This is an optimization exercise on Yosys and OpenROAD, whose aim is small area, a short achievable clock period and few clock cycles per item, not a production implementation.
At most, simulation tests tie the RTL to the original design; equivalence was not proved.
Only the layout flow was run in runs 1 and 2; the RTL was not checked for function there.

## design.v

```verilog
module fm_3d_norm (
  i_s,
  i_e,
  i_f,
  o_b
);
    input         i_s;           
    input  [4:0]  i_e;           
    input  [16:0] i_f;           
    output [21:0] o_b;           
    wire        w_carry;        
    wire [3:0]  w_penc;         
    wire        w_c_zero;       
    wire        w_ce_zero;      
    wire [15:0] w_lshifted;     
    wire [4:0]  w_lshift_val;   
    wire [15:0] w_c_fraction;
    wire [15:0] w_c_frac;
    wire [4:0]  w_c_exp;        
    wire        w_c_sign;       
    wire [5:0]  w_incdec_out;   
    assign w_carry  = i_f[16];
    assign w_c_zero = (i_f == 17'h0);
    assign w_penc = f_prenc(i_f[15:0]);
    assign w_incdec_out = f_incdec(i_e, w_penc, w_carry);
    assign  w_lshift_val = w_penc;
    assign w_lshifted = i_f[15:0] << w_lshift_val;
    assign w_c_frac = (w_carry) ? i_f[16:1] : w_lshifted;
    assign w_c_exp = (w_c_zero|w_incdec_out[5]) ? 5'h0 : w_incdec_out[4:0];
    assign w_ce_zero = (w_c_exp == 5'h0);
    assign w_c_sign = i_s & !w_ce_zero;
    assign w_c_fraction = (w_ce_zero) ? 16'h0 : w_c_frac;
    assign o_b = {w_c_sign, w_c_exp, w_c_fraction};
function [3:0] f_prenc;
  input [15:0] mat;
  begin
    if (mat[15] == 1'b1) begin
      f_prenc = 4'h0;
    end else if (mat[14] == 1'b1) begin
      f_prenc = 4'h1;
    end else if (mat[13] == 1'b1) begin
      f_prenc = 4'h2;
    end else if (mat[12] == 1'b1) begin
      f_prenc = 4'h3;
    end else if (mat[11] == 1'b1) begin
      f_prenc = 4'h4;
    end else if (mat[10] == 1'b1) begin
      f_prenc = 4'h5;
    end else if (mat[9] == 1'b1) begin
      f_prenc = 4'h6;
    end else if (mat[8] == 1'b1) begin
      f_prenc = 4'h7;
    end else if (mat[7] == 1'b1) begin
      f_prenc = 4'h8;
    end else if (mat[6] == 1'b1) begin
      f_prenc = 4'h9;
    end else if (mat[5] == 1'b1) begin
      f_prenc = 4'ha;
    end else if (mat[4] == 1'b1) begin
      f_prenc = 4'hb;
    end else if (mat[3] == 1'b1) begin
      f_prenc = 4'hc;
    end else if (mat[2] == 1'b1) begin
      f_prenc = 4'hd;
    end else if (mat[1] == 1'b1) begin
      f_prenc = 4'he;
    end else begin
      f_prenc = 4'hf;
    end
  end
endfunction
function [5:0] f_incdec;
  input [4:0] a;
  input [3:0] b;
  input       inc;
  reg   [5:0] r_inc;
  reg   [5:0] r_dec;
  reg         r_1f_flag;
  begin
    r_1f_flag = (a == 5'h1f);
    r_inc = a + !r_1f_flag;
    r_dec = a - b;
    f_incdec = (inc) ? r_inc : r_dec;
  end
endfunction
endmodule
module fm_3d_fadd_c (
  i_a,
  i_b,
  i_adsb,
  o_c
);
    input  [21:0] i_a;
    input  [21:0] i_b;
    input         i_adsb;    
    output [21:0] o_c;
    wire         w_a_sign = i_a[21];
    wire [4:0]   w_a_exp  = i_a[20:16];
    wire [15:0]  w_a_fraction = i_a[15:0];
    wire         w_b_sign = i_b[21];
    wire [4:0]   w_b_exp  = i_b[20:16];
    wire [15:0]  w_b_fraction = i_b[15:0];
    wire        w_mag_frac = (w_a_fraction <= w_b_fraction);
    wire        w_mag_exp = (w_a_exp <= w_b_exp);
    wire [4:0]  w_exp_l = (w_mag_exp) ? w_b_exp : w_a_exp;
    wire [4:0]  w_amb = w_a_exp - w_b_exp;
    wire [4:0]  w_bma = w_b_exp - w_a_exp;
    wire [4:0]  w_ex0 = (w_mag_exp) ? w_bma : w_amb;
    wire        w_mag = (w_ex0 == 5'b0) ? w_mag_frac : w_mag_exp;
    wire [15:0] w_f0 = (!w_mag) ? w_a_fraction : w_b_fraction;
    wire        w_sign = (w_mag == 1'b0) ? w_a_sign : (i_adsb ^ w_b_sign);
    wire        w_sub = ((w_a_sign ^ w_b_sign) & !i_adsb) |
                        (!(w_a_sign ^ w_b_sign) & i_adsb);
    wire [15:0] w_f1_sa = w_a_fraction >> w_ex0;
    wire [15:0] w_f1_sb = w_b_fraction >> w_ex0;
    wire [15:0] w_f1t = (w_mag) ? w_f1_sa : w_f1_sb;
    wire [16:0] w_mats = (!w_sub) ? (w_f0 + w_f1t) : (w_f0 - w_f1t);
    fm_3d_norm norm (
        .i_s(w_sign),
        .i_e(w_exp_l),
        .i_f(w_mats),
        .o_b(o_c)
    );
endmodule
module fm_3d_fsub3 (
  clk_core,
  i_en,
  i_a,
  i_b,
  o_n,
  o_one,
  o_two,
  o_c
);
    input         clk_core;
    input         i_en;
    input  [20:0] i_a;
    input  [20:0] i_b;
    output [21:0] o_n;       
    output        o_one;     
    output        o_two;     
    output [21:0] o_c;       
    wire [4:0]   w_a_exp  = i_a[20:16];
    wire [15:0]  w_a_fraction = i_a[15:0];
    wire [4:0]   w_b_exp  = i_b[20:16];
    wire [15:0]  w_b_fraction = i_b[15:0];
    wire        w_mag_frac = (w_a_fraction <= w_b_fraction);
    wire        w_mag_exp = (w_a_exp <= w_b_exp);
    wire [4:0]  w_exp_l = (w_mag_exp) ? w_b_exp : w_a_exp;
    wire [4:0]  w_amb = w_a_exp - w_b_exp;
    wire [4:0]  w_bma = w_b_exp - w_a_exp;
    wire [4:0]  w_ex0 = (w_mag_exp) ? w_bma : w_amb;
    wire        w_mag = (w_ex0 == 5'b0) ? w_mag_frac : w_mag_exp;
    reg         r_sign1;
    reg  [4:0]  r_exp1;
    reg  [4:0]  r_ex0;
    reg  [15:0] r_f0;
    reg  [15:0] r_f1;
    reg         r_sign2;
    reg  [4:0]  r_exp2;
    reg  [16:0] r_mats;
    reg  [21:0] r_c;
    always @(posedge clk_core) begin
        if (i_en) begin
            r_sign1 <= w_mag;
            r_exp1 <= w_exp_l;
            r_ex0 <= w_ex0;
            r_f0 <= w_mag ? w_b_fraction : w_a_fraction;
            r_f1 <= w_mag ? w_a_fraction : w_b_fraction;
        end
    end
    wire [15:0] w_f1t = r_f1 >> r_ex0;
    always @(posedge clk_core) begin
        if (i_en) begin
            r_sign2 <= r_sign1;
            r_exp2 <= r_exp1;
            r_mats <= {1'b0, r_f0} - {1'b0, w_f1t};
        end
    end
    fm_3d_norm norm (
        .i_s(r_sign2),
        .i_e(r_exp2),
        .i_f(r_mats),
        .o_b(o_n)
    );
    always @(posedge clk_core) begin
        if (i_en) r_c <= o_n;
    end
    wire        w_carry = r_mats[16];
    wire [3:0]  w_pe = f_prenc(r_mats[15:0]);
    wire [15:0] w_m1 = r_mats[15:0] - 16'h1;
    wire        w_pow2 = ((r_mats[15:0] & w_m1) == 16'h0);
    assign o_one = (r_mats == 17'h0) | (!w_carry & (r_exp2 <= {1'b0, w_pe}));
    assign o_two = w_carry ? ((r_mats[15:1] == 15'h0) & (r_exp2 == 5'd14)) :
                             ((r_mats[15:0] != 16'h0) & w_pow2 &
                              (r_exp2 == {1'b0, w_pe} + 5'd15));
function [3:0] f_prenc;
  input [15:0] mat;
  integer i;
  begin
    f_prenc = 4'hf;
    for (i = 1; i < 16; i = i + 1)
      if (mat[i]) f_prenc = 4'd15 - i[3:0];
  end
endfunction
    assign o_c = r_c;
endmodule
module fm_3d_fsub1_c (
  i_a,
  o_c
);
    input  [20:0] i_a;
    output [20:0] o_c;
    wire [4:0]  w_e = i_a[20:16];
    wire [15:0] w_f = i_a[15:0];
    wire [15:0] w_d15 = {1'b0, w_f[14:0]};
    wire [3:0]  w_pe = f_prenc(w_d15);
    wire [4:0]  w_e15 = 5'd15 - {1'b0, w_pe};
    wire [15:0] w_f15 = w_d15 << w_pe;
    wire        w_z15 = (w_d15 == 16'h0) | (w_e15 == 5'd0);
    wire [4:0]  w_k = w_e - 5'd15;
    wire [15:0] w_sh = 16'h8000 >> w_k;
    wire [15:0] w_dh = w_f - w_sh;
    wire [20:0] w_rh = w_dh[15] ? {w_e, w_dh} : {w_e - 5'd1, w_dh[14:0], 1'b0};
    assign o_c = (w_e < 5'd15) ? 21'h0 :
                 (w_e == 5'd15) ? (w_z15 ? 21'h0 : {w_e15, w_f15}) :
                                  w_rh;
function [3:0] f_prenc;
  input [15:0] mat;
  integer i;
  begin
    f_prenc = 4'hf;
    for (i = 1; i < 16; i = i + 1)
      if (mat[i]) f_prenc = 4'd15 - i[3:0];
  end
endfunction
endmodule
module fm_3d_fadd05_c (
  i_a,
  o_c
);
    input  [20:0] i_a;
    output [20:0] o_c;
    wire [4:0]  w_e = i_a[20:16];
    wire [15:0] w_f = i_a[15:0];
    wire [4:0]  w_s = 5'd14 - w_e;
    wire [15:0] w_fl = 16'h8000 | (w_f >> w_s);
    wire [4:0]  w_k = w_e - 5'd14;
    wire [16:0] w_sum = {1'b0, w_f} + {1'b0, 16'h8000 >> w_k};
    wire [4:0]  w_ei = w_e + {4'd0, (w_e != 5'h1f)};
    wire [20:0] w_rh = w_sum[16] ? {w_ei, w_sum[16:1]} : {w_e, w_sum[15:0]};
    assign o_c = (w_e == 5'd0) ? {5'd14, 16'h8000} :
                 (w_e < 5'd14) ? {5'd14, w_fl} : w_rh;
endmodule
module fm_3d_fmul (
  clk_core,
  i_en,
  i_a,
  i_b,
  o_c
);
    input         clk_core;
    input         i_en;
    input  [21:0] i_a;
    input  [21:0] i_b;
    output [21:0] o_c;
    reg           r_sign_1z;
    reg    [23:0] r_h;
    reg    [15:0] r_l;
    reg    [4:0]  r_ce_tmp_1z;
    wire [4:0]  w_a_exp = i_a[20:16];
    wire [15:0] w_a_fraction = i_a[15:0];
    wire [4:0]  w_b_exp = i_b[20:16];
    wire [15:0] w_b_fraction = i_b[15:0];
    wire [5:0]  w_exp_add = w_a_exp + w_b_exp;
    wire [5:0]  w_adder_out = w_exp_add -  4'hf;
    wire [4:0]  w_ce_tmp = (w_exp_add < 5'hf) ? 5'h00 :
                           (w_adder_out[5])   ? 5'h1f :
                                                w_adder_out[4:0];
    wire [23:0] w_h = w_a_fraction * w_b_fraction[15:8];
    wire [23:0] w_l = w_a_fraction * w_b_fraction[7:0];
    always @(posedge clk_core) begin
        if (i_en) begin
            r_sign_1z <= i_a[21] ^ i_b[21];
            r_h <= w_h;
            r_l <= w_l[23:8];
            r_ce_tmp_1z <= w_ce_tmp;
        end
    end
    wire [24:0] w_x = {1'b0, r_h} + {9'h0, r_l} + 25'd64;
    wire [16:0] w_cf_tmp2 = w_x[23:7];
    wire        w_carry = w_cf_tmp2[16];
    wire [4:0]  w_ce = (w_cf_tmp2 == 17'h0) ? 5'h0 :
                       (w_carry & (r_ce_tmp_1z != 5'h1f)) ? r_ce_tmp_1z + 5'h1 :
                                                           r_ce_tmp_1z;
    wire [15:0] w_cf = w_carry ? w_cf_tmp2[16:1] : w_cf_tmp2[15:0];
    assign o_c = (w_ce == 5'h0) ? 22'h0 : {r_sign_1z, w_ce, w_cf};
endmodule
module fm_3d_frcp_rom (
  i_a,
  o_c
);
    input  [6:0]  i_a;
    output [31:0] o_c;
    wire   [4095:0] w_tab = {
        32'h40400080, 32'h40810081, 32'h40c20082, 32'h41040083, 32'h41460084, 32'h41890085, 32'h41cc0086, 32'h42100087,
        32'h42540088, 32'h429a008a, 32'h42df008b, 32'h4325008c, 32'h436c008d, 32'h43b3008e, 32'h43fb008f, 32'h44440091,
        32'h448d0092, 32'h44d70093, 32'h45210094, 32'h456c0095, 32'h45b80097, 32'h46040098, 32'h46510099, 32'h469e009b,
        32'h46ed009c, 32'h473c009d, 32'h478b009f, 32'h47dc00a0, 32'h482d00a2, 32'h487e00a3, 32'h48d100a4, 32'h492400a6,
        32'h497800a7, 32'h49cd00a9, 32'h4a2200aa, 32'h4a7900ac, 32'h4ad000ae, 32'h4b2700af, 32'h4b8000b1, 32'h4bda00b2,
        32'h4c3400b4, 32'h4c8f00b6, 32'h4ceb00b8, 32'h4d4800b9, 32'h4da600bb, 32'h4e0400bd, 32'h4e6400bf, 32'h4ec400c0,
        32'h4f2600c2, 32'h4f8800c4, 32'h4fec00c6, 32'h505000c8, 32'h50b500ca, 32'h511b00cc, 32'h518300ce, 32'h51eb00d0,
        32'h525400d2, 32'h52bf00d4, 32'h532a00d7, 32'h539700d9, 32'h540500db, 32'h547400dd, 32'h54e400e0, 32'h555500e2,
        32'h55c700e4, 32'h563b00e7, 32'h56b000e9, 32'h572600ec, 32'h579d00ee, 32'h581600f1, 32'h588f00f3, 32'h590b00f6,
        32'h598700f9, 32'h5a0500fb, 32'h5a8400fe, 32'h5b050101, 32'h5b870104, 32'h5c0b0107, 32'h5c90010a, 32'h5d17010d,
        32'h5d9f0110, 32'h5e290113, 32'h5eb40116, 32'h5f410119, 32'h5fd0011d, 32'h60600120, 32'h60f20123, 32'h61860127,
        32'h621b012a, 32'h62b2012e, 32'h634c0132, 32'h63e70136, 32'h64830139, 32'h6522013d, 32'h65c30141, 32'h66660145,
        32'h670b0149, 32'h67b2014d, 32'h685b0152, 32'h69060156, 32'h69b4015a, 32'h6a63015f, 32'h6b150164, 32'h6bca0168,
        32'h6c80016d, 32'h6d3a0172, 32'h6df50177, 32'h6eb3017c, 32'h6f740181, 32'h70380186, 32'h70fe018c, 32'h71c70191,
        32'h72920197, 32'h7361019d, 32'h743201a2, 32'h750701a8, 32'h75de01af, 32'h76b901b5, 32'h779701bb, 32'h787801c2,
        32'h795c01c8, 32'h7a4401cf, 32'h7b3001d6, 32'h7c1f01dd, 32'h7d1101e5, 32'h7e0701ec, 32'h7f0101f4, 32'h800001fc
    };
    assign o_c = w_tab[{i_a, 5'd0} +: 32];
endmodule
module fm_3d_frcp (
  clk_core,
  i_en,
  i_a,
  o_c,
  o_zero
);
    input         clk_core;
    input         i_en;
    input  [21:0] i_a;
    output [21:0] o_c;
    output        o_zero;
    reg    [21:0] r_c;
    reg           r_zo;
    reg           r_a_sign;
    reg    [4:0]  r_ce_tmp;
    reg           r_zero_flag;
    reg    [15:0] r_base;
    reg    [8:0]  r_diff;
    reg    [7:0]  r_a_frac_l;
    wire   [4:0]  w_a_exp = i_a[20:16];
    wire   [15:0] w_a_fraction = i_a[15:0];
    wire   [31:0] w_rom_out;
    always @(posedge clk_core) begin
        if (i_en) begin
            r_a_sign <= i_a[21];
            r_ce_tmp <= 5'h1e - w_a_exp;
            r_zero_flag <= (w_a_exp == 5'h0);
            r_base <= w_rom_out[31:16];      
            r_diff <= w_rom_out[8:0];        
            r_a_frac_l <= w_a_fraction[7:0];
        end
    end
    wire   [16:0] w_rom_correct = r_diff * r_a_frac_l;
    wire   [15:0] w_cf_tmp = r_base - {8'h0, w_rom_correct[16:9]};
    wire          w_sh = !w_cf_tmp[15];
    wire   [5:0]  w_ce = {1'b0, r_ce_tmp} - {5'h0, w_sh};
    wire          w_cz = w_ce[5] | (w_ce[4:0] == 5'h0);
    wire   [15:0] w_cf = w_sh ? {w_cf_tmp[14:0], 1'b0} : w_cf_tmp;
    wire   [21:0] w_c = w_cz ? 22'h0 : {r_a_sign, w_ce[4:0], w_cf};
    always @(posedge clk_core) begin
        if (i_en) begin
            r_c <= (r_zero_flag) ? 22'h0 : w_c;
            r_zo <= r_zero_flag;
        end
    end
    fm_3d_frcp_rom frcp_rom (
        .i_a(w_a_fraction[14:8]),
        .o_c(w_rom_out)
    );
    assign o_c = r_c;
    assign o_zero = r_zo;
endmodule
module fm_3d_ru_outline_setup (
    clk_core,
    rst_x,
    i_aa_en,
    i_valid,
    o_ack,
    i_vtx0_x,
    i_vtx0_y,
    i_vtx1_x,
    i_vtx1_y,
    i_vtx2_x,
    i_vtx2_y,
    o_valid,
    o_is_first,
    o_is_second,
    o_aa_mode,
    o_idle,
    o_start_x_e0,
    o_start_x_05_e0,
    o_start_y_e0,
    o_end_y_e0,
    o_delta_e0,
    o_delta_t_e0,
    o_delta_a_e0,
    o_start_x_e1,
    o_start_x_05_e1,
    o_start_y_e1,
    o_end_y_e1,
    o_delta_e1,
    o_delta_t_e1,
    o_delta_a_e1,
    o_start_x_e2,
    o_start_x_05_e2,
    o_start_y_e2,
    o_end_y_e2,
    o_delta_e2,
    o_delta_t_e2,
    o_delta_a_e2,
    i_ack
);
    input         clk_core;
    input         rst_x;
    input         i_aa_en;
    input         i_valid;
    output        o_ack;
    input  [20:0] i_vtx0_x;
    input  [20:0] i_vtx0_y;
    input  [20:0] i_vtx1_x;
    input  [20:0] i_vtx1_y;
    input  [20:0] i_vtx2_x;
    input  [20:0] i_vtx2_y;
    output        o_is_first;
    output        o_is_second;
    output        o_valid;
    output        o_aa_mode;
    output        o_idle;
    output [20:0] o_start_x_e0;
    output [20:0] o_start_x_05_e0;
    output [20:0] o_start_y_e0;
    output [20:0] o_end_y_e0;
    output [21:0] o_delta_e0;
    output [21:0] o_delta_t_e0;
    output [21:0] o_delta_a_e0;
    output [20:0] o_start_x_e1;
    output [20:0] o_start_x_05_e1;
    output [20:0] o_start_y_e1;
    output [20:0] o_end_y_e1;
    output [21:0] o_delta_e1;
    output [21:0] o_delta_t_e1;
    output [21:0] o_delta_a_e1;
    output [20:0] o_start_x_e2;
    output [20:0] o_start_x_05_e2;
    output [20:0] o_start_y_e2;
    output [20:0] o_end_y_e2;
    output [21:0] o_delta_e2;
    output [21:0] o_delta_t_e2;
    output [21:0] o_delta_a_e2;
    input         i_ack;
    localparam [21:0] W_10 = 22'h0f8000;
    localparam [21:0] W_05 = 22'h0e8000;
    reg    [2:0]  r_ph;         
    reg           r_stall;
    reg           r_fv;         
    reg           r_v1, r_rec1, r_aa1, r_oaa1;
    reg           r_rec2, r_aa2, r_oaa2;
    reg    [1:0]  r_pend;       
    reg           r_aa_mode;
    reg    [2:0]  r_cnt;        
    reg           r_idle;
    wire          w_adv = !r_stall;
    wire          w_ph0 = r_ph[0];
    wire          w_ph1 = r_ph[1];
    wire          w_ph2 = r_ph[2];
    reg    [20:0] r1_v0x, r1_v1x, r1_v2x, r1_v0y, r1_v1y, r1_v2y;
    reg           r1_isf, r1_iss;
    reg    [20:0] r2_v1x, r2_v2x, r2_v0y, r2_v1y, r2_v2y;
    reg           r2_isf, r2_iss;
    reg    [21:0] r_rcb, r_rcc, r_rcd;
    reg           r_zb, r_zc, r_zd;
    reg    [21:0] r_dla, r_dlb;
    reg    [20:0] o_sx2, o_sy2, o_sx1, o_sy1;
    reg    [20:0] o_ey0, o_ey1, o_x052, o_x051;
    reg    [21:0] o_dl0, o_dl1, o_dl2;
    reg    [21:0] o_rc0, o_rc1, o_rc2;
    reg           o_z0, o_z1, o_z2;
    reg           o_isf, o_iss;
    wire   [20:0] w_dy_a = w_ph1 ? i_vtx1_y : i_vtx0_y;
    wire   [20:0] w_dy_b = w_ph2 ? i_vtx1_y : i_vtx2_y;
    wire   [21:0] w_dy;
    wire   [21:0] w_dy_n;
    wire          w_dy_one, w_dy_two;
    fm_3d_fsub3 u_dy (
        .clk_core(clk_core),
        .i_en(w_adv),
        .i_a(w_dy_a),
        .i_b(w_dy_b),
        .o_n(w_dy_n),
        .o_one(w_dy_one),
        .o_two(w_dy_two),
        .o_c(w_dy)
    );
    wire          w_isf = (i_vtx2_y != i_vtx1_y);
    wire          w_iss = (i_vtx1_y != i_vtx0_y);
    wire          w_one_line = w_dy_one;
    wire          w_two_line = w_dy_two;
    wire          w_cancel = w_one_line | (w_two_line & w_isf & !i_aa_en);
    wire          w_only_aa = w_two_line & w_isf & i_aa_en;
    reg           r_ack;        
    reg           r_ov;         
    assign o_ack = r_ack;
    wire          w_accept = o_ack & i_valid;
    wire   [21:0] w_rc;
    wire          w_rz;
    fm_3d_frcp u_rcp (
        .clk_core(clk_core),
        .i_en(w_adv),
        .i_a(w_dy),
        .o_c(w_rc),
        .o_zero(w_rz)
    );
    wire   [20:0] w_dx_a = w_ph2 ? i_vtx0_x : w_ph0 ? r1_v1x : r1_v0x;
    wire   [20:0] w_dx_b = w_ph2 ? i_vtx2_x : w_ph0 ? r1_v2x : r1_v1x;
    wire   [21:0] w_dx;
    wire   [21:0] w_dx_n;
    fm_3d_fsub3 u_dx (
        .clk_core(clk_core),
        .i_en(w_adv),
        .i_a(w_dx_a),
        .i_b(w_dx_b),
        .o_n(w_dx_n),
        .o_one(),
        .o_two(),
        .o_c(w_dx)
    );
    wire   [21:0] w_dl;
    fm_3d_fmul u_mul (
        .clk_core(clk_core),
        .i_en(w_adv),
        .i_a(w_dx),
        .i_b(w_rc),
        .o_c(w_dl)
    );
    wire   [20:0] w_ey, w_x05;
    reg    [20:0] r_ey0, r_x052;
    fm_3d_fsub1_c  u_ey  (.i_a(w_ph2 ? r2_v1y : r2_v0y), .o_c(w_ey));
    fm_3d_fadd05_c u_x05 (.i_a(w_ph2 ? r2_v1x : r2_v2x), .o_c(w_x05));
    wire          w_f1 = w_adv & w_ph2;     
    wire          w_wr = w_f1 & r_rec2;     
    always @(posedge clk_core) begin
        if (w_f1) begin
            r1_v0x <= i_vtx0_x;
            r1_v1x <= i_vtx1_x;
            r1_v2x <= i_vtx2_x;
            r1_v0y <= i_vtx0_y;
            r1_v1y <= i_vtx1_y;
            r1_v2y <= i_vtx2_y;
            r1_isf <= w_isf;
            r1_iss <= w_iss;
            r2_v1x <= r1_v1x;
            r2_v2x <= r1_v2x;
            r2_v0y <= r1_v0y;
            r2_v1y <= r1_v1y;
            r2_v2y <= r1_v2y;
            r2_isf <= r1_isf;
            r2_iss <= r1_iss;
        end
        if (w_adv & w_ph1) begin
            r_ey0 <= w_ey;
            r_x052 <= w_x05;
        end
        if (w_adv) begin
            r_rcb <= w_rc;
            r_rcc <= r_rcb;
            r_rcd <= r_rcc;
            r_zb <= w_rz;
            r_zc <= r_zb;
            r_zd <= r_zc;
            r_dla <= w_dl;
            r_dlb <= r_dla;
        end
        if (w_wr) begin
            o_sx2 <= r2_v2x;
            o_sy2 <= r2_v2y;
            o_sx1 <= r2_v1x;
            o_sy1 <= r2_v1y;
            o_ey0 <= r_ey0;
            o_ey1 <= w_ey;
            o_x052 <= r_x052;
            o_x051 <= w_x05;
            o_dl0 <= r_dlb;
            o_dl1 <= r_dla;
            o_dl2 <= w_dl;
            o_rc0 <= r_rcd;
            o_rc1 <= r_rcc;
            o_rc2 <= r_rcb;
            o_z0 <= r_zd;
            o_z1 <= r_zc;
            o_z2 <= r_zb;
            o_isf <= r2_isf;
            o_iss <= r2_iss;
        end
    end
    wire   [2:0]  w_ph_n = w_adv ? {r_ph[1:0], r_ph[2]} : r_ph;
    wire          w_rec2_n = w_f1 ? r_rec1 : r_rec2;
    wire          w_take = o_valid & i_ack;
    wire   [1:0]  w_pend_n = w_wr ? (r_oaa2 ? 2'd1 : r_aa2 ? 2'd2 : 2'd1) :
                             w_take ? r_pend - 2'd1 : r_pend;
    wire          w_stall_n = w_ph_n[2] & w_rec2_n & (w_pend_n != 2'd0);
    wire          w_fv_n = (w_adv & w_ph0) ? i_valid : r_fv;
    wire          w_last = w_take & (r_pend == 2'd1);
    wire   [2:0]  w_cnt_n = r_cnt + {2'b0, (w_accept & !w_cancel)} - {2'b0, w_last};
    always @(posedge clk_core or negedge rst_x) begin
        if (~rst_x) begin
            r_ph <= 3'b001;
            r_stall <= 1'b0;
            r_ack <= 1'b0;
            r_ov <= 1'b0;
            r_fv <= 1'b0;
            r_v1 <= 1'b0;
            r_rec1 <= 1'b0;
            r_aa1 <= 1'b0;
            r_oaa1 <= 1'b0;
            r_rec2 <= 1'b0;
            r_aa2 <= 1'b0;
            r_oaa2 <= 1'b0;
            r_pend <= 2'd0;
            r_aa_mode <= 1'b0;
            r_cnt <= 3'd0;
            r_idle <= 1'b1;
        end else begin
            r_ph <= w_ph_n;
            r_stall <= w_stall_n;
            r_ack <= w_ph_n[2] & w_fv_n & !w_stall_n;
            r_ov <= (w_pend_n != 2'd0);
            r_fv <= w_fv_n;
            if (w_f1) begin
                r_v1 <= r_fv;
                r_rec1 <= r_fv & !w_cancel;
                r_aa1 <= i_aa_en;
                r_oaa1 <= w_only_aa;
                r_rec2 <= r_rec1;
                r_aa2 <= r_aa1;
                r_oaa2 <= r_oaa1;
            end
            r_pend <= w_pend_n;
            if (w_wr) r_aa_mode <= r_oaa2;
            else if (w_take) r_aa_mode <= 1'b1;
            r_cnt <= w_cnt_n;
            r_idle <= !((i_valid & !w_accept) | (w_cnt_n != 3'd0));
        end
    end
    assign o_valid = r_ov;
    assign o_aa_mode = r_aa_mode;
    assign o_idle = r_idle;
    assign o_is_first = o_isf;
    assign o_is_second = o_iss;
    assign o_start_x_e0 = o_sx2;
    assign o_start_x_05_e0 = o_x052;
    assign o_start_y_e0 = o_sy2;
    assign o_end_y_e0 = o_ey0;
    assign o_delta_e0 = o_dl0;
    assign o_delta_t_e0 = o_rc0;
    assign o_delta_a_e0 = o_z0 ? 22'h0 : W_05;
    assign o_start_x_e1 = o_sx2;
    assign o_start_x_05_e1 = o_x052;
    assign o_start_y_e1 = o_sy2;
    assign o_end_y_e1 = o_ey1;
    assign o_delta_e1 = o_dl1;
    assign o_delta_t_e1 = o_rc1;
    assign o_delta_a_e1 = o_z1 ? 22'h0 : W_05;
    assign o_start_x_e2 = o_sx1;
    assign o_start_x_05_e2 = o_x051;
    assign o_start_y_e2 = o_sy1;
    assign o_end_y_e2 = o_ey0;
    assign o_delta_e2 = o_dl2;
    assign o_delta_t_e2 = o_rc2;
    assign o_delta_a_e2 = o_z2 ? 22'h0 : W_05;
endmodule
```

## flow/run.sh

```bash
#!/bin/bash
# The standard layout (standard.sh: the standard flow's own synthesis and ORFS steps),
# with plain buf_1 cells as the port buffers instead of the delay buffers
# buffer_ports picks by default. Every port still gets its own buffer.
set -euo pipefail
export BUFFER_PORTS_ARGS="-buffer_cell sky130_fd_sc_hd__buf_1"
bash standard.sh > standard.log 2>&1
```

## standard.sh

```bash
#!/bin/bash
# synth_recipe.tcl (not shown) runs the flow's synth.tcl, then flattens the netlist and writes it again
# the make line also repeats each setting of config.mk as NAME=value (left out here)
make -C /OpenROAD-flow-scripts/flow DESIGN_CONFIG=/design/flow/config.mk WORK_HOME=/design/flow/orfs CLKGATE_MAP_FILE= SYNTH_SCRIPT=/design/flow/synth_recipe.tcl "${@:-finish}"
```

## config.mk

```make
export PLATFORM = sky130hd
export DESIGN_NAME = fm_3d_ru_outline_setup
export DESIGN_NICKNAME = fm_3d_ru_outline_setup
export VERILOG_FILES = /design/flow/design.v
export SDC_FILE = /design/flow/constraint.sdc
export NUM_CORES = 4
export LEC_CHECK = 0
export ABC_AREA = 1
export CAP_MARGIN = 20
export CORE_MARGIN = 2
export CORE_UTILIZATION = 40
export PLACE_DENSITY = 0.6
export SETUP_SLACK_MARGIN = 5
export SLEW_MARGIN = 20
```

## constraint.sdc

```tcl
create_clock -name core_clock -period 10.0 [get_ports {clk_core}]
set_input_delay 2.0000 -clock core_clock [delete_from_list [all_inputs] [get_ports {clk_core}]]
set_output_delay 2.0000 -clock core_clock [all_outputs]
set_load 0.01 [all_outputs]
```

==> out/metrics.csv, run 1 <==
stage;metric;value;unit
placement;post_dp_cell_area;64200;sq um
worst_setup_path;crit_required;10440;ps
cts;cts_made_buffers;106;
drt;routed-via-count;45483;
worst_setup_path;critical_path_peak_fanout;8;
grt;vias_in_the_first_global_route;44135;
timing;fin_hold_ws;357;ps
worst_setup_path;cpMostUsedCell;inv_2;
drt;drt_pass1_iterations;6;
synth;synth_top_family_by_area;simple AND/OR/NAND/NOR gates;
timing;timing_max_transition_violations_final;0;
synth;synthesis.area;61200;sq um
timing;worst-slew-pin-transition;1100;ps
timing;max_slew_headroom;0.264;
grt;grt_use_met1;0.288;
timing;timing.final.crit_period;7170;ps
outcome;run_status;finished clean;
layout;finish.utilization;0.460;
worst_setup_path;reg2reg_to;u_rcp.r_c[0];
synth;synth.lib_cells_used.distinct;81;
worst_setup_path;cell_with_the_largest_stage_delay_on_the_worst_path;fa_1;
synth;synth_compound_gate_area_share;0.0885;
timing;report.final.hold_viol_count;0;
worst_setup_path;reg_to_reg_start;u_rcp.r_diff[3];
synth;postSynthAreaPerCell;9.71;sq um
cts;cts_max_path_buffers;3;
min_path;timing.hold.worst.class;flop to flop;
worst_setup_path;worst-r2r-setup-slack;2830;ps
die;number_of_top_level_pins;587;
drt;drt_wl_total;173;mm
worst_setup_path;r2r_cells;41;
placement;dp_hpwl;127;mm
worst_setup_path;timing.critical_path.arrival;7620;ps
die;number_of_rows_in_the_core_area;143;
drt;antenna_left;0;
grt;grtUsageMet2;0.365;
timing;finalClockSkew;94.2;ps
grt;grt_overflow;0;
min_path;hold_start;u_dy.r_c[0];
layout;area_growth_from_synthesis_to_layout;14.2;%
worst_setup_path;critical_path.endpoint_type;flop;
synth;area_fraction_in_and_or_nand_and_nor_cells_after_synthesis;0.159;
drt;drt_iter0_drc;3647;
cts;worst_setup_hold_path_clk_slew;60;ps
die;core;152000;sq um
placement;placed_cells_incl_taps;8581;
grt;grt_util_all_layers;0.215;
die;die_area;156000;sq um
grt;grt_max_degree;173;
cts;clock-sinks;999;
layout;multi_input_area;26700;sq um
synth;synth_mux_area_frac;0.00376;
timing;postLayoutSetupSlackWorst;2830;ps
min_path;holdPathEnd;u_rcp.r_a_frac_l[0];
grt;global_routing_s_busiest_layer;met2;
synth;async_reset_ff_frac;0.0200;
die;initial_utilization;0.403;
layout;final_cell_area;69800;sq um
worst_setup_path;crit_path_max_incr_delay;580;ps
synth;post_synth_fa_ha_maj_area_fraction;0.140;
placement;io_buffers;532;
die;die_height;395;um
timing;layout_worst_path_cycle_share;0.717;
cts;count_of_h_tree_levels_built_during_cts;3;
worst_setup_path;crit_type;flop to flop;
cts;post_cts_hold_buffer_count;0;
layout;layout.cells.non_filler;8920;
worst_setup_path;worstSetupStartpointType;flop;
drt;vias_per_cell;5.10;
cts;clockRootBuffer;clkbuf_16;
run;max_cap_viol_count;0;
timing;grt_setup_unrepaired;yes;
cts;clkLatencyLatePin;790;ps
synth;yosys_warnings;6;
synth;synth_edf_count;979;
grt;grt_antenna_before_repair;11;
layout;layout-drive-gt1-share;0.0936;
min_path;hold-path-cell-count;0;
synth;synthXorXnorAreaFrac;0.0269;
die;die_width;395;um
synth;synth_sequential_area_ratio;0.489;
layout;fill_cells;14450;
placement;finalWeightedCongestion;0.922;
timing;max_clock_freq;0.139;GHz
layout;design.final.nets;7477;
drt;remaining_drc_errors;0;
synth;yosys_register_bits;999;
timing;final-setup-viol-count;0;
drt;routed_wire_length_per_instance;19.4;um
grt;globalRouteMet3Util;0.0274;
cts;cts_tree;done;
placement;place_ws;1980;ps
synth;syn_inst;6297;
timing;finalSetupTns;0;ps
synth;synthFlopType;edfxtp_1;
grt;grt_pass1_wl;261;mm
layout;ff_latch_area;29900;sq um
## registers in the layout, indices dropped and copies added, names as in the netlist, 22 cells and up
name	count
o_rc1	22
o_rc2	22
o_rc0	22
r_rcb	22
o_dl0	22
r_dlb	22
u_dx.r_c	22
o_dl1	22
u_mul.r_h	24
u_rcp.r_c	22
r_rcc	22
o_dl2	22
r_dla	22
r_rcd	22
## worst max-delay path: cells and delay by family (launching register included)
family / cells / cell delay (ps)
adders and majority gates: 8 / 2930
DFF: 1 / 440
AOI/OAI and AO/OA: 7 / 1210
buffers and inverters: 9 / 520
and+or+nand+nor: 15 / 1550
xor gates and xnor gates: 2 / 290
## per-layer routing
metal  up-vias  share of wire
li1      21779              -
met1     21966           0.43
met2      1466           0.49
met3       272          0.055
met4         0          0.026
met5         -              0
## timing repair
item / 4_1_cts / 5_1_grt
buffers inserted: 83 / 41
resized for setup: 93 / 132
pin swaps: 29 / 52
endpoints found under the setup margin: 218 / 208
cloned: 2 / 7
endpoints found under the hold margin: 0 / 0
## layout by cell type (no fill, tap or decap), types with 44 or more instances in the layout
master | Yosys | routed
nand2_1 | 1352 | 1336
edfxtp_1 | 979 | 979
inv_1 | 902 | 886
buf_1 | 11 | 531
nor2_1 | 374 | 360
o21ai_0 | 357 | 324
ha_1 | 333 | 320
nand3_1 | 309 | 304
a21oi_1 | 294 | 279
fa_1 | 221 | 219
buf_4 | 157 | 139
clkbuf_16 | 0 | 110
xor2_1 | 111 | 109
xnor2_1 | 71 | 70
or2_2 | 60 | 59
o211ai_1 | 55 | 55
conb_1 | 1 | 54
nand4_1 | 44 | 44
## logic make-up after synthesis
group	count (synthesis)
buffers and inverters	1308
flip-flops	999
XOR/XNOR	185
other	1
AND/OR/NAND/NOR	2294
adder cells (fa/ha/maj)	554
AO/OA/AOI/OAI	933
multiplexers	23
## how the worst max path moves through the flow
stage | start | to | slack [ps] | cells after the start
after floorplan | r_ph[2] | r_ack | -500 | 10
after global placement | u_rcp.r_diff[3] | u_rcp.r_c[6] | 2000 | 40
after detailed placement | u_rcp.r_diff[3] | u_rcp.r_c[4] | 1980 | 40
after CTS | u_rcp.r_diff[5] | u_rcp.r_c[13] | 2920 | 41
after global routing | u_rcp.r_diff[3] | u_rcp.r_c[0] | 2430 | 41
final | u_rcp.r_diff[3] | u_rcp.r_c[0] | 2830 | 41
## cells in the mapped netlist, types with 23 or more instances
master / instances / share of area
nand2_1: 1352 / 0.083
edfxtp_1: 979 / 0.48
inv_1: 902 / 0.055
nor2_1: 374 / 0.023
o21ai_0: 357 / 0.029
ha_1: 333 / 0.068
nand3_1: 309 / 0.025
a21oi_1: 294 / 0.024
fa_1: 221 / 0.072
clkbuf_1: 173 / 0.011
buf_4: 157 / 0.019
xor2_1: 111 / 0.016
xnor2_1: 71 / 0.010
or2_2: 60 / 0.0061
o211ai_1: 55 / 0.0068
nand4_1: 44 / 0.0045
nor3_1: 44 / 0.0036
o21ai_1: 32 / 0.0026
inv_2: 24 / 0.0015
mux2i_1: 23 / 0.0038
## area by class of cell
type | count | share of cell area
flip-flops and latches | 999 | 0.428
multi-input cells | 4046 | 0.382
repair buffers | 706 | 0.0523
inverters | 932 | 0.0507
clock buffers | 126 | 0.0391
well taps | 2030 | 0.0364
clock inverters | 73 | 0.0110
diodes | 7 | 0.000251
repair inverters | 1 | 0.0000717
==> run 2, diff against run 1 <==
--- a/design.v
+++ b/design.v
@@ -357,4 +357,4 @@
     end
-    wire   [16:0] w_rom_correct = r_diff * r_a_frac_l;
-    wire   [15:0] w_cf_tmp = r_base - {8'h0, w_rom_correct[16:9]};
+    wire   [24:0] w_t = {r_base, 9'h0} + 25'd511 - r_diff * r_a_frac_l;
+    wire   [15:0] w_cf_tmp = w_t[24:9];
     wire          w_sh = !w_cf_tmp[15];
@@ -466,2 +466,3 @@
     reg           r_idle;
+    reg           r_nph1_dy, r_nph2_dy, r_nph0_dx, r_nph2_dx, r_nph2_cu;
     wire          w_adv = !r_stall;
@@ -483,4 +484,4 @@
     reg           o_isf, o_iss;
-    wire   [20:0] w_dy_a = w_ph1 ? i_vtx1_y : i_vtx0_y;
-    wire   [20:0] w_dy_b = w_ph2 ? i_vtx1_y : i_vtx2_y;
+    wire   [20:0] w_dy_a = !r_nph1_dy ? i_vtx1_y : i_vtx0_y;
+    wire   [20:0] w_dy_b = !r_nph2_dy ? i_vtx1_y : i_vtx2_y;
     wire   [21:0] w_dy;
@@ -517,4 +518,4 @@
     );
-    wire   [20:0] w_dx_a = w_ph2 ? i_vtx0_x : w_ph0 ? r1_v1x : r1_v0x;
-    wire   [20:0] w_dx_b = w_ph2 ? i_vtx2_x : w_ph0 ? r1_v2x : r1_v1x;
+    wire   [20:0] w_dx_a = !r_nph2_dx ? i_vtx0_x : !r_nph0_dx ? r1_v1x : r1_v0x;
+    wire   [20:0] w_dx_b = !r_nph2_dx ? i_vtx2_x : !r_nph0_dx ? r1_v2x : r1_v1x;
     wire   [21:0] w_dx;
@@ -541,4 +542,4 @@
     reg    [20:0] r_ey0, r_x052;
-    fm_3d_fsub1_c  u_ey  (.i_a(w_ph2 ? r2_v1y : r2_v0y), .o_c(w_ey));
-    fm_3d_fadd05_c u_x05 (.i_a(w_ph2 ? r2_v1x : r2_v2x), .o_c(w_x05));
+    fm_3d_fsub1_c  u_ey  (.i_a(!r_nph2_cu ? r2_v1y : r2_v0y), .o_c(w_ey));
+    fm_3d_fadd05_c u_x05 (.i_a(!r_nph2_cu ? r2_v1x : r2_v2x), .o_c(w_x05));
     wire          w_f1 = w_adv & w_ph2;     
@@ -611,2 +612,7 @@
             r_ph <= 3'b001;
+            r_nph1_dy <= 1'b1;
+            r_nph2_dy <= 1'b1;
+            r_nph0_dx <= 1'b0;
+            r_nph2_dx <= 1'b1;
+            r_nph2_cu <= 1'b1;
             r_stall <= 1'b0;
@@ -628,2 +634,7 @@
             r_ph <= w_ph_n;
+            r_nph1_dy <= !w_ph_n[1];
+            r_nph2_dy <= !w_ph_n[2];
+            r_nph0_dx <= !w_ph_n[0];
+            r_nph2_dx <= w_ph_n[0] | w_ph_n[1];
+            r_nph2_cu <= w_ph_n[0] ^ w_ph_n[1];
             r_stall <= w_stall_n;
==> run 2 against run 1 <==
Wire length shrank 1.7%. Still clean. Final cell count grew 2.0%. Maximum frequency shrank 1.8%. Final area grew 2.0%. Global-route usage shrank 0.40 points. Worst hold slack gained 43 ps. Critical endpoint is now u_rcp.r_c[6]. First-iteration DRC count grew 2.3%. Die area grew 0.73%.
==> out/metrics.csv, run 2 <==
stage;metric;value;unit;change
grt;vias_in_the_first_global_route;45553;;+3.2%
timing;timing_max_transition_violations_final;0;;unchanged
grt;grt_antenna_before_repair;12;;+1
timing;max_slew_headroom;0.209;;-0.0552
drt;drt_iter0_drc;3730;;+2.3%
cts;post_cts_hold_buffer_count;0;;unchanged
drt;drt_wl_total;170;mm;-1.7%
worst_setup_path;critical_path.endpoint_type;flop;;
cts;clkLatencyLatePin;750;ps;-40 ps
placement;dp_hpwl;125;mm;-1.4%
layout;layout-drive-gt1-share;0.103;;+0.00935
worst_setup_path;crit_type;flop to flop;;
worst_setup_path;cell_with_the_largest_stage_delay_on_the_worst_path;fa_1;;
grt;grt_pass1_wl;260;mm;-0.35%
synth;postSynthAreaPerCell;9.63;sq um;-0.82%
timing;postLayoutSetupSlackWorst;2700;ps;-130 ps
synth;synthFlopType;edfxtp_1;;
synth;netlist.top_cell.by_area;edfxtp_1;;
die;number_of_rows_in_the_core_area;144;;+0.70%
synth;yosys_warnings;6;;unchanged
worst_setup_path;critical_path_peak_fanout;6;;-2
synth;cell_types_with_the_largest_area_share_after_synthesis;edfxtp_1 (48%), nand2_1 (8.3%), fa_1 (7.2%), ha_1 (7.1%), inv_1 (5.6%);;
cts;clock-sinks;1004;;+0.50%
min_path;timing.hold.worst.class;flop to flop;;
synth;post-synth-top-count-cell;nand2_1;;
synth;synth_edf_count;979;;unchanged
layout;final_common_cell;nand2_1;;
worst_setup_path;crit_path_max_incr_delay;550;ps;-30 ps
run;max_cap_viol_count;0;;unchanged
layout;layout.cells.non_filler;9096;;+2.0%
layout;top_register;u_mul.r_h;;
worst_setup_path;timing.critical_path.arrival;7800;ps;+180 ps
drt;routed-via-count;46273;;+1.7%
timing;final-setup-viol-count;0;;unchanged
worst_setup_path;crit_required;10490;ps;+50 ps
cts;worst_setup_hold_path_clk_slew;70;ps;about the same
timing;fin_hold_ws;399;ps;+42.7 ps
placement;placed_cells_incl_taps;8682;;+1.2%
timing;worst-slew-pin-transition;1190;ps;+86.8 ps
worst_setup_path;worstSetupStartpointType;flop;;
die;die_width;396;um;+0.36%
grt;grt_util_all_layers;0.211;;-0.00399
drt;remaining_drc_errors;0;;unchanged
timing;timing.final.crit_period;7300;ps;+130 ps
placement;io_buffers;532;;unchanged
die;initial_utilization;0.401;;-0.00127
timing;grt_setup_unrepaired;yes;;
synth;syn_inst;6396;;+1.6%
layout;largest_reg_flops;24;;unchanged
synth;synth_sequential_area_ratio;0.487;;-0.00146
cts;clockRootBuffer;clkbuf_16;;
drt;routed_wire_length_per_instance;18.7;um;-3.6%
layout;design.final.nets;7652;;+2.3%
synth;synthesis.area;61600;sq um;+0.74%
drt;drt_pass1_iterations;6;;unchanged
timing;max_clock_freq;0.137;GHz;-1.8%
layout;area_growth_from_synthesis_to_layout;15.6;%;
cts;cts_made_buffers;108;;+1.9%
timing;layout_worst_path_cycle_share;0.730;;+0.0130
synth;async_reset_ff_frac;0.0249;;+0.00488
grt;grt_max_degree;179;;+3.5%
grt;grt_overflow;0;;unchanged
die;die_area;157000;sq um;+0.73%
drt;vias_per_cell;5.09;;-0.23%
cts;cts_tree;done;;
timing;finalClockSkew;64.7;ps;-29.5 ps
timing;report.final.hold_viol_count;0;;unchanged
synth;yosys_register_bits;1004;;+0.50%
layout;commonest_cells_after_routing_fill_and_taps_aside;nand2_1 (1337), edfxtp_1 (979), inv_1 (909);;
synth;synth_top_cells_by_count;nand2_1 (1358), edfxtp_1 (979), inv_1 (927);;
cts;count_of_h_tree_levels_built_during_cts;3;;unchanged
cts;cts_max_path_buffers;3;;unchanged
die;core;154000;sq um;+1.1%
synth;synth.lib_cells_used.distinct;76;;-6.2%
drt;antenna_left;0;;unchanged
outcome;run_status;finished clean;;
placement;place_ws;1020;ps;-953 ps
placement;finalWeightedCongestion;0.943;;+2.3%
die;die_height;396;um;+0.36%
die;number_of_top_level_pins;587;;unchanged
synth;yosys.area.top_type_share;0.477;;-0.00351
-- run 2: per-stage QoR --
step / area [sq um] / utilization / TNS (ps)
after detailed placement: 64600 / 0.421 / 0
final: 71200 / 0.464 / 0
after global routing: 71200 / 0.464 / 0
after floorplan: 61800 / - / -12540
after global placement: 64600 / 0.421 / 0
after CTS: 70100 / 0.457 / 0
-- run 2: final timing paths --
kind                       slack, ps  cells after the start            to            start
max in group asynchronous       8170                      1     r_nph0_dx            rst_x
hold reg to reg                  400                      0    r2_v1y[13]       r1_v1y[13]
setup reg to reg                2700                     42  u_rcp.r_c[6]  u_rcp.r_diff[4]
hold / removal                   400                      0    r2_v1y[13]       r1_v1y[13]
setup / recovery                2700                     42  u_rcp.r_c[6]  u_rcp.r_diff[4]
min in group asynchronous       1320                      1     r_nph0_dx            rst_x
-- run 2: repair_timing --
| action | 4_1_cts | 5_1_grt |
|---|---|---|
| gates resized for setup | 148 | 131 |
| cloned | 6 | 3 |
| endpoints found under the hold margin | 0 | 0 |
| setup endpoints to repair | 181 | 218 |
| pin swaps | 35 | 57 |
| setup buffers | 126 | 69 |
-- run 2: cell families after synthesis --
family	after synthesis	share of synthesized area
adder cells (fa/ha/maj)	569	0.142
multiplexers	18	0.00313
buffers and inverters	1345	0.0931
AND/OR/NAND/NOR	2242	0.152
AO/OA/AOI/OAI	1028	0.0942
flip-flops	1004	0.487
other	1	0.0000609
XOR/XNOR	189	0.0273
-- run 2: cell type report --
cell class	count	area [sq um]
antenna	7	17.5
timing repair inverter	2	12.5
sequential	1004	30000
timing repair buffer	764	4000
inverter	967	3700
clock buffer	126	2840
tap	2044	2560
clock inverter	77	990
multi-input combinational	4105	27000
fill	14580	82300
-- run 2: per-layer routing --
metal  track usage  routed length, um  vias up
li1              -                  -    22211
met1         0.277              72900    22293
met2         0.356              82300     1427
met3        0.0315               9090      336
met4        0.0740               5770        6
met5             0                 34        -
-- run 2: critical path: cells and delay by family, from the launching register on --
| family | cells | cell delay (ps) |
|---|---|---|
| adders and majority gates | 10 | 3300 |
| and+or+nand+nor | 13 | 1350 |
| AOI/OAI and AO/OA | 9 | 950 |
| buffers and inverters | 8 | 720 |
| DFF | 1 | 460 |
| xor gates and xnor gates | 2 | 270 |
==> run 3, diff against run 2 <==
--- a/design.v
+++ b/design.v
@@ -342,4 +342,3 @@
     reg    [15:0] r_base;
-    reg    [8:0]  r_diff;
-    reg    [7:0]  r_a_frac_l;
+    reg    [7:0]  r_corr;
     wire   [4:0]  w_a_exp = i_a[20:16];
@@ -347,2 +346,5 @@
     wire   [31:0] w_rom_out;
+    wire   [15:0] w_rom_base = w_rom_out[31:16];    
+    wire   [8:0]  w_rom_diff = w_rom_out[8:0];      
+    wire   [16:0] w_rom_correct = w_rom_diff * w_a_fraction[7:0];
     always @(posedge clk_core) begin
@@ -352,9 +354,7 @@
             r_zero_flag <= (w_a_exp == 5'h0);
-            r_base <= w_rom_out[31:16];      
-            r_diff <= w_rom_out[8:0];        
-            r_a_frac_l <= w_a_fraction[7:0];
+            r_base <= w_rom_base;
+            r_corr <= w_rom_correct[16:9];
         end
     end
-    wire   [24:0] w_t = {r_base, 9'h0} + 25'd511 - r_diff * r_a_frac_l;
-    wire   [15:0] w_cf_tmp = w_t[24:9];
+    wire   [15:0] w_cf_tmp = r_base - {8'h0, r_corr};
     wire          w_sh = !w_cf_tmp[15];
==> run 3 against run 2 <==
Via count about the same. Utilization is 0.50 points higher. Worst hold slack worse by 26 ps. Die area decreased by 0.93%. Critical path depth is 16 lower. Sequential share of layout area decreased by 0.33 points. Critical path type unchanged. Largest cell class unchanged.
==> out/metrics.csv, run 3 <==
stage;metric;value;unit;change
outcome;run_status;finished clean;;
cts;clockRootBuffer;clkbuf_16;;
synth;synth_sequential_area_ratio;0.488;;about the same
placement;finalWeightedCongestion;0.912;;-3.2%
timing;max_clock_freq;0.181;GHz;+32%
worst_setup_path;crit_required;10460;ps;-30 ps
layout;finish.utilization;0.469;;+0.00496
timing;finalClockSkew;60.1;ps;-4.63 ps
worst_setup_path;cell_with_the_largest_stage_delay_on_the_worst_path;fa_1;;
synth;netlist.top_cell.by_area;edfxtp_1;;
timing;max_slew_headroom;0.241;;+0.0325
grt;grt_antenna_before_repair;10;;-2
synth;synth_top_cells_by_count;nand2_1 (1418), edfxtp_1 (970), inv_1 (894);;
layout;final_common_cell;nand2_1;;
layout;layout-drive-gt1-share;0.111;;+0.00855
grt;grt_pass1_wl;261;mm;+0.14%
worst_setup_path;timing.critical_path.arrival;5990;ps;-1810 ps
timing;report.final.hold_viol_count;0;;unchanged
layout;design.final.nets;7626;;-0.34%
die;number_of_rows_in_the_core_area;143;;-0.69%
placement;post_dp_cell_area;64100;sq um;-0.84%
worst_setup_path;r2r_cells;26;;-38%
worst_setup_path;crit_family;adder cells;;
die;core;152000;sq um;-1.2%
grt;vias_in_the_first_global_route;44525;;-2.3%
placement;placed_cells_incl_taps;8625;;-0.66%
drt;vias_per_cell;5.12;;+0.56%
drt;drt_wl_total;172;mm;+0.83%
run;max_cap_viol_count;0;;unchanged
drt;routed_wire_length_per_instance;19.0;um;+1.3%
min_path;hold-path-cell-count;0;;unchanged
timing;grt_setup_unrepaired;yes;;
worst_setup_path;crit_type;flop to flop;;
worst_setup_path;crit_path_max_incr_delay;510;ps;-40 ps
synth;yosys.area.top_type_share;0.477;;about the same
timing;timing_max_transition_violations_final;0;;unchanged
grt;grt_overflow;0;;unchanged
synth;synth_edf_count;970;;-0.92%
cts;post_cts_hold_buffer_count;0;;unchanged
worst_setup_path;critical_path_peak_fanout;4;;-2
cts;cts_tree;done;;
layout;layout.cells.non_filler;9052;;-0.48%
die;die_area;156000;sq um;-0.93%
synth;cell_types_with_the_largest_area_share_after_synthesis;edfxtp_1 (48%), nand2_1 (8.7%), fa_1 (7.4%), ha_1 (7.1%), inv_1 (5.5%);;
synth;synthFlopType;edfxtp_1;;
synth;synthesis.area;61000;sq um;-0.94%
timing;worst-slew-pin-transition;1130;ps;-59.1 ps
die;die_width;395;um;-0.47%
synth;yosys_warnings;6;;unchanged
synth;post-synth-top-count-cell;nand2_1;;
drt;routed-via-count;46305;;+0.069%
layout;commonest_cells_after_routing_fill_and_taps_aside;nand2_1 (1374), edfxtp_1 (970), inv_1 (856);;
synth;syn_inst;6346;;-0.78%
timing;layout_worst_path_cycle_share;0.553;;-0.177
grt;grt_util_all_layers;0.213;;+0.00166
cts;count_of_h_tree_levels_built_during_cts;3;;unchanged
placement;dp_hpwl;125;mm;about the same
drt;remaining_drc_errors;0;;unchanged
timing;final-setup-viol-count;0;;unchanged
min_path;timing.hold.worst.class;flop to flop;;
worst_setup_path;critical_path.endpoint_type;flop;;
synth;postSynthAreaPerCell;9.62;sq um;-0.16%
drt;drt_pass1_iterations;6;;unchanged
die;initial_utilization;0.402;;+0.000878
layout;largest_reg_flops;24;;unchanged
cts;cts_made_buffers;107;;-0.93%
layout;area_growth_from_synthesis_to_layout;16.6;%;
timing;fin_hold_ws;373;ps;-26.1 ps
placement;io_buffers;532;;unchanged
worst_setup_path;worstPathBufferInverterCount;7;;-1
cts;cts_max_path_buffers;3;;unchanged
worst_setup_path;cp_num_cells;26;;-38%
synth;yosys_register_bits;995;;-0.90%
cts;clkLatencyLatePin;770;ps;+20 ps
cts;worst_setup_hold_path_clk_slew;70;ps;about the same
layout;final_cell_area;71100;sq um;-0.10%
synth;async_reset_ff_frac;0.0251;;+0.000225
timing;timing.final.crit_period;5530;ps;-1770 ps
synth;synth.lib_cells_used.distinct;77;;+1.3%
die;die_height;395;um;-0.47%
drt;drt_iter0_drc;3874;;+3.9%
drt;antenna_left;0;;unchanged
grt;grt_max_degree;152;;-15%
die;number_of_top_level_pins;587;;unchanged
cts;clock-sinks;995;;-0.90%
layout;top_register;u_mul.r_h;;
worst_setup_path;worstSetupStartpointType;flop;;
[run 3: changes by cell type after synthesis, sizes merged, moves of 15 or more]
cell	delta
nand3	+18
inv	-51
nor4	+15
o21ai	-45
nor2	-51
or2	+20
nand2	+46
[run 3: per-stage QoR]
| step | TNS [ps] | worst slack, ps |
|---|---|---|
| 4_1_cts | 0 | 4600 |
| 2_1_floorplan | -12540 | -433 |
| 5_1_grt | 0 | 4330 |
| 3_5_place_dp | 0 | 3090 |
| 3_3_place_gp | 0 | 3180 |
| 6_report | 0 | 4470 |
[run 3: timing repair]
action                     CTS  global route
resized for setup          274           147
pin swaps                   60            55
buffers inserted           133            82
cloned                       4             3
setup endpoints to repair  177           201
[run 3: final timing paths]
kind | slack, ps | to | from
min in group asynchronous | 1320 | r_nph0_dx | rst_x
worst min register to register | 370 | r2_v0y[13] | r1_v0y[13]
worst min-delay path | 370 | r2_v0y[13] | r1_v0y[13]
worst max register to register | 4470 | u_rcp.r_corr[5] | u_dy.r_c[8]
worst max-delay path | 4470 | u_rcp.r_corr[5] | u_dy.r_c[8]
max in group asynchronous | 8190 | r_nph0_dx | rst_x
[run 3: metal layers]
layer / up-vias / track usage / routed length (um)
met5: - / 0 / 31
li1: 22145 / - / -
met2: 1491 / 0.351 / 81700
met3: 272 / 0.0325 / 10600
met4: 6 / 0.0586 / 4440
met1: 22391 / 0.292 / 74800
[run 3: kinds of logic (layout without fill, tap and decap cells)]
group | after synthesis | count (layout) | synth area share
AOI/OAI and AO/OA | 990 | 991 | 0.0913
xor gates and xnor gates | 186 | 186 | 0.0268
adders and majority gates | 569 | 569 | 0.144
buffers and inverters | 1289 | 1904 | 0.0900
muxes | 13 | 13 | 0.00213
and+or+nand+nor | 2303 | 2304 | 0.158
DFF | 995 | 995 | 0.488
other | 1 | 60 | 0.0000615
[run 3: worst register-to-register path, cell delays in order, from the launching register on]
cell	delay [ps]
edfxtp_1	480
clkinvlp_4	240
buf_6	170
buf_6	110
fa_2	390
nand2_1	70
nand2_1	60
inv_2	90
a21oi_2	40
o31ai_1	240
nand2_2	130
inv_2	90
nand2_2	50
fa_1	460
fa_1	510
inv_1	50
fa_1	510
fa_1	460
ha_4	280
a21oi_2	130
o21ai_1	70
a21oi_1	170
o21ai_2	110
buf_4	150
nand2_1	50
nand2_1	50
xor2_1	140
[run 3: area by class of cell]
cell class | instances | area (sq um)
antenna | 6 | 15.0
sequential | 995 | 29800
inverter | 916 | 3550
clock buffer | 131 | 2800
timing repair buffer | 787 | 4290
timing repair inverter | 2 | 12.5
tap | 2030 | 2540
clock inverter | 68 | 878
multi-input combinational | 4117 | 27300
fill | 14471 | 80600
Testbench counts of run 3, summed over its fixed seeds: cycles 14,475, triangles 4,800.
==> run 4, diff against run 3 <==
--- a/config.mk
+++ b/config.mk
@@ -11,2 +11,3 @@
 export CORE_UTILIZATION = 40
+export CTS_BUF_LIST = sky130_fd_sc_hd__clkbuf_4 sky130_fd_sc_hd__clkbuf_8
 export PLACE_DENSITY = 0.6
==> run 4 against run 3 <==
Still clean on timing, DRC and antenna. Worst setup slack better by 100 ps. Clock skew fell by 6.5 ps. First-iteration DRC count shrank 1.7%. Clock-buffer cell count is 87 higher. Synthesized cell count did not move. Sequential cell count is the same. Largest cell class unchanged.
==> out/metrics.csv, run 4 <==
stage;metric;value;unit;change
die;die_area;156000;sq um;unchanged
worst_setup_path;cp_cell_instances;buf_12 > clkinv_8 > buf_16 > nor2_4 > o21ai_0 > o2111ai_1 > nand3_1 > nand2_2 > nor2_1 > fa_1 > inv_2 > fa_1 > inv_1 > fa_1 > fa_1 > ha_4 > nand2_2 > nor2_2 > nand4_1 > o21ai_2 > buf_4 > nand2_2 > nand2_2 > xor2_1;;
grt;grt_antenna_before_repair;11;;+1
drt;antenna_left;0;;unchanged
timing;layout_worst_path_cycle_share;0.543;;-0.0105
timing;timing.final.crit_period;5430;ps;-105 ps
timing;worst-slew-pin-transition;1130;ps;-2.53 ps
cts;clock-sinks;995;;unchanged
worst_setup_path;crit_type;flop to flop;;
cts;clkLatencyLatePin;920;ps;+150 ps
cts;worst_setup_hold_path_clk_slew;70;ps;about the same
grt;grt_util_all_layers;0.214;;+0.000982
placement;place_ws;3090;ps;unchanged
cts;cts_tree;done;;
drt;drt_wl_total;172;mm;about the same
worst_setup_path;worstPathBufferInverterCount;6;;-1
die;number_of_rows_in_the_core_area;143;;unchanged
layout;layout-drive-gt1-share;0.121;;+0.00965
die;die_width;395;um;unchanged
timing;postLayoutSetupSlackWorst;4570;ps;+105 ps
cts;post_cts_hold_buffer_count;0;;unchanged
placement;finalWeightedCongestion;0.912;;unchanged
synth;cell_types_with_the_largest_area_share_after_synthesis;edfxtp_1 (48%), nand2_1 (8.7%), fa_1 (7.4%), ha_1 (7.1%), inv_1 (5.5%);;
cts;cts_made_buffers;171;;+60%
cts;clockRootBuffer;clkbuf_8;;
grt;grt_pass1_wl;261;mm;+0.30%
layout;area_growth_from_synthesis_to_layout;16.0;%;
layout;final_common_cell;nand2_1;;
synth;post-synth-top-count-cell;nand2_1;;
timing;final-setup-viol-count;0;;unchanged
synth;synthFlopType;edfxtp_1;;
synth;syn_inst;6346;;unchanged
die;number_of_top_level_pins;587;;unchanged
timing;fin_hold_ws;394;ps;+21.1 ps
die;die_height;395;um;unchanged
layout;top_register;u_mul.r_h;;
synth;yosys_register_bits;995;;unchanged
drt;drt_pass1_iterations;6;;unchanged
timing;finalClockSkew;53.6;ps;-6.52 ps
die;initial_utilization;0.402;;unchanged
die;core;152000;sq um;unchanged
cts;count_of_h_tree_levels_built_during_cts;4;;+1
timing;grt_setup_unrepaired;yes;;
min_path;timing.hold.worst.class;flop to flop;;
grt;vias_in_the_first_global_route;45191;;+1.5%
outcome;run_status;finished clean;;
synth;synth_top_cells_by_count;nand2_1 (1418), edfxtp_1 (970), inv_1 (894);;
worst_setup_path;worstSetupStartpointType;flop;;
placement;dp_hpwl;125;mm;unchanged
run;max_cap_viol_count;0;;unchanged
synth;netlist.top_cell.by_area;edfxtp_1;;
timing;finalSetupTns;0;ps;unchanged
synth;synth.lib_cells_used.distinct;77;;unchanged
drt;routed_wire_length_per_instance;18.8;um;-0.85%
synth;synth_sequential_area_ratio;0.488;;unchanged
timing;report.final.hold_viol_count;0;;unchanged
worst_setup_path;crit_path_max_incr_delay;530;ps;+20 ps
layout;commonest_cells_after_routing_fill_and_taps_aside;nand2_1 (1376), edfxtp_1 (970), inv_1 (853);;
drt;routed-via-count;46405;;+0.22%
timing;timing_max_transition_violations_final;0;;unchanged
drt;vias_per_cell;5.08;;-0.69%
layout;fill_cells;14527;;+0.39%
worst_setup_path;critical_path_peak_fanout;24;;+20
synth;yosys.area.top_type_share;0.477;;unchanged
grt;grt_max_degree;152;;unchanged
synth;async_reset_ff_frac;0.0251;;unchanged
grt;grt_overflow;0;;unchanged
drt;drt_iter0_drc;3809;;-1.7%
synth;synth_edf_count;970;;unchanged
synth;synthesis.area;61000;sq um;unchanged
layout;largest_reg_flops;24;;unchanged
drt;remaining_drc_errors;0;;unchanged
timing;max_clock_freq;0.184;GHz;+1.9%
worst_setup_path;timing.critical_path.arrival;6060;ps;+70 ps
worst_setup_path;crit_family;adder cells;;
worst_setup_path;cell_with_the_largest_stage_delay_on_the_worst_path;fa_1;;
timing;max_slew_headroom;0.242;;+0.000690
worst_setup_path;critical_path.endpoint_type;flop;;
synth;postSynthAreaPerCell;9.62;sq um;unchanged
worst_setup_path;crit_required;10630;ps;+170 ps
placement;io_buffers;532;;unchanged
cts;cts_max_path_buffers;3;;unchanged
synth;yosys_warnings;6;;unchanged
layout;design.final.nets;7665;;+0.51%
==> run 4: final cells by class <==
type                       count  area (sq um)  share of cell area
sequential                   995         29800               0.420
multi-input combinational   4117         27200               0.384
timing repair buffer         762          4080              0.0576
inverter                     916          3560              0.0502
clock buffer                 218          2720              0.0384
tap                         2030          2540              0.0359
clock inverter                91           901              0.0127
timing repair inverter         2          12.5            0.000177
antenna                        4          10.0            0.000141
==> run 4: worst register-to-register path, cell delays in order, from the launching register on <==
cell	delay, ps
edfxtp_1	410
buf_12	200
clkinv_8	150
buf_16	230
nor2_4	290
o21ai_0	190
o2111ai_1	140
nand3_1	130
nand2_2	150
nor2_1	80
fa_1	530
inv_2	50
fa_1	520
inv_1	50
fa_1	410
fa_1	510
ha_4	320
nand2_2	60
nor2_2	130
nand4_1	120
o21ai_2	230
buf_4	150
nand2_2	40
nand2_2	50
xor2_1	60
==> run 4: cell families after synthesis <==
family                     Yosys count  synth area share
AOI/OAI and AO/OA                  990            0.0913
adders and majority gates          569             0.144
xor gates and xnor gates           186            0.0268
buffers and inverters             1289            0.0900
DFF                                995             0.488
and+or+nand+nor                   2303             0.158
muxes                               13           0.00213
other                                1         0.0000615
==> run 4: stage by stage <==
stage	util	instance area [sq um]	instances
final	0.467	70800	9135
after global routing	0.467	70800	9133
after CTS	0.459	69700	9063
after detailed placement	0.422	64100	8625
after global placement	0.422	64100	8625
after floorplan	-	61200	6399
==> run 4: final timing paths <==
check | startpoint | end | slack [ps] | depth (start not counted)
setup / recovery | u_dy.r_c[11] | u_rcp.r_corr[5] | 4570 | 24
hold / removal | r1_v1y[16] | r2_v1y[16] | 390 | 0
setup reg to reg | u_dy.r_c[11] | u_rcp.r_corr[5] | 4570 | 24
hold reg to reg | r1_v1y[16] | r2_v1y[16] | 390 | 0
max in group asynchronous | rst_x | r_nph0_dx | 8370 | 1
min in group asynchronous | rst_x | r_nph0_dx | 1140 | 1
==> run 4: repair_timing <==
| action | 4_1_cts | 5_1_grt |
|---|---|---|
| pin swaps | 67 | 81 |
| setup endpoints to repair | 166 | 199 |
| gates cloned | 4 | 4 |
| buffers inserted | 125 | 64 |
| resized for setup | 259 | 151 |
==> run 4: per-layer routing <==
layer | GRT usage | up-vias | share of wire
li1 | - | 22250 | -
met3 | 0.0377 | 306 | 0.062
met2 | 0.351 | 1505 | 0.48
met5 | 0 | - | 0.00040
met4 | 0.0644 | 12 | 0.027
met1 | 0.289 | 22332 | 0.43

static timing again, ports no longer ideal:
The flow's constraints put no driver on any port. The routed layouts listed below were extracted and timed again, unchanged, in two steps.
Step 1 (the two cells are an assumption about what drives the block):
set clk [get_ports {clk_core}]
set_driving_cell -lib_cell sky130_fd_sc_hd__clkbuf_16 $clk
set_driving_cell -lib_cell sky130_fd_sc_hd__buf_2 [delete_from_list [all_inputs] $clk]
Step 2, shift: input delay + t, output delay - t, t = (earliest + latest rising clock arrival at the registers) / 2. This alone moves slack from input paths to output paths.
Three values: ideal ports, drivers, drivers and shift; two values: the first two.
run	t, ns	setup WS [ns]	hold WS [ns]	worst register clock-pin slew, ns	worst data-port slew with drivers (ns)
run 1	0.804	2.825 / 2.825 / 2.825	0.357 / 0.357 / 0.357	0.07 / 0.07	0.18
run 2	0.797	2.695 / 2.695 / 2.695	0.399 / 0.399 / 0.399	0.08 / 0.08	0.18
run 3	0.803	4.466 / 4.466 / 4.466	0.373 / 0.373 / 0.373	0.07 / 0.07	0.15
run 4	0.959	4.571 / 4.571 / 4.461	0.394 / 0.394 / 0.394	0.07 / 0.07	0.14
After both steps every run listed still meets setup and hold. For run 4, which loses most, drivers alone change the setup slack by 0.000 ns; drivers and shift together by -0.110 ns.
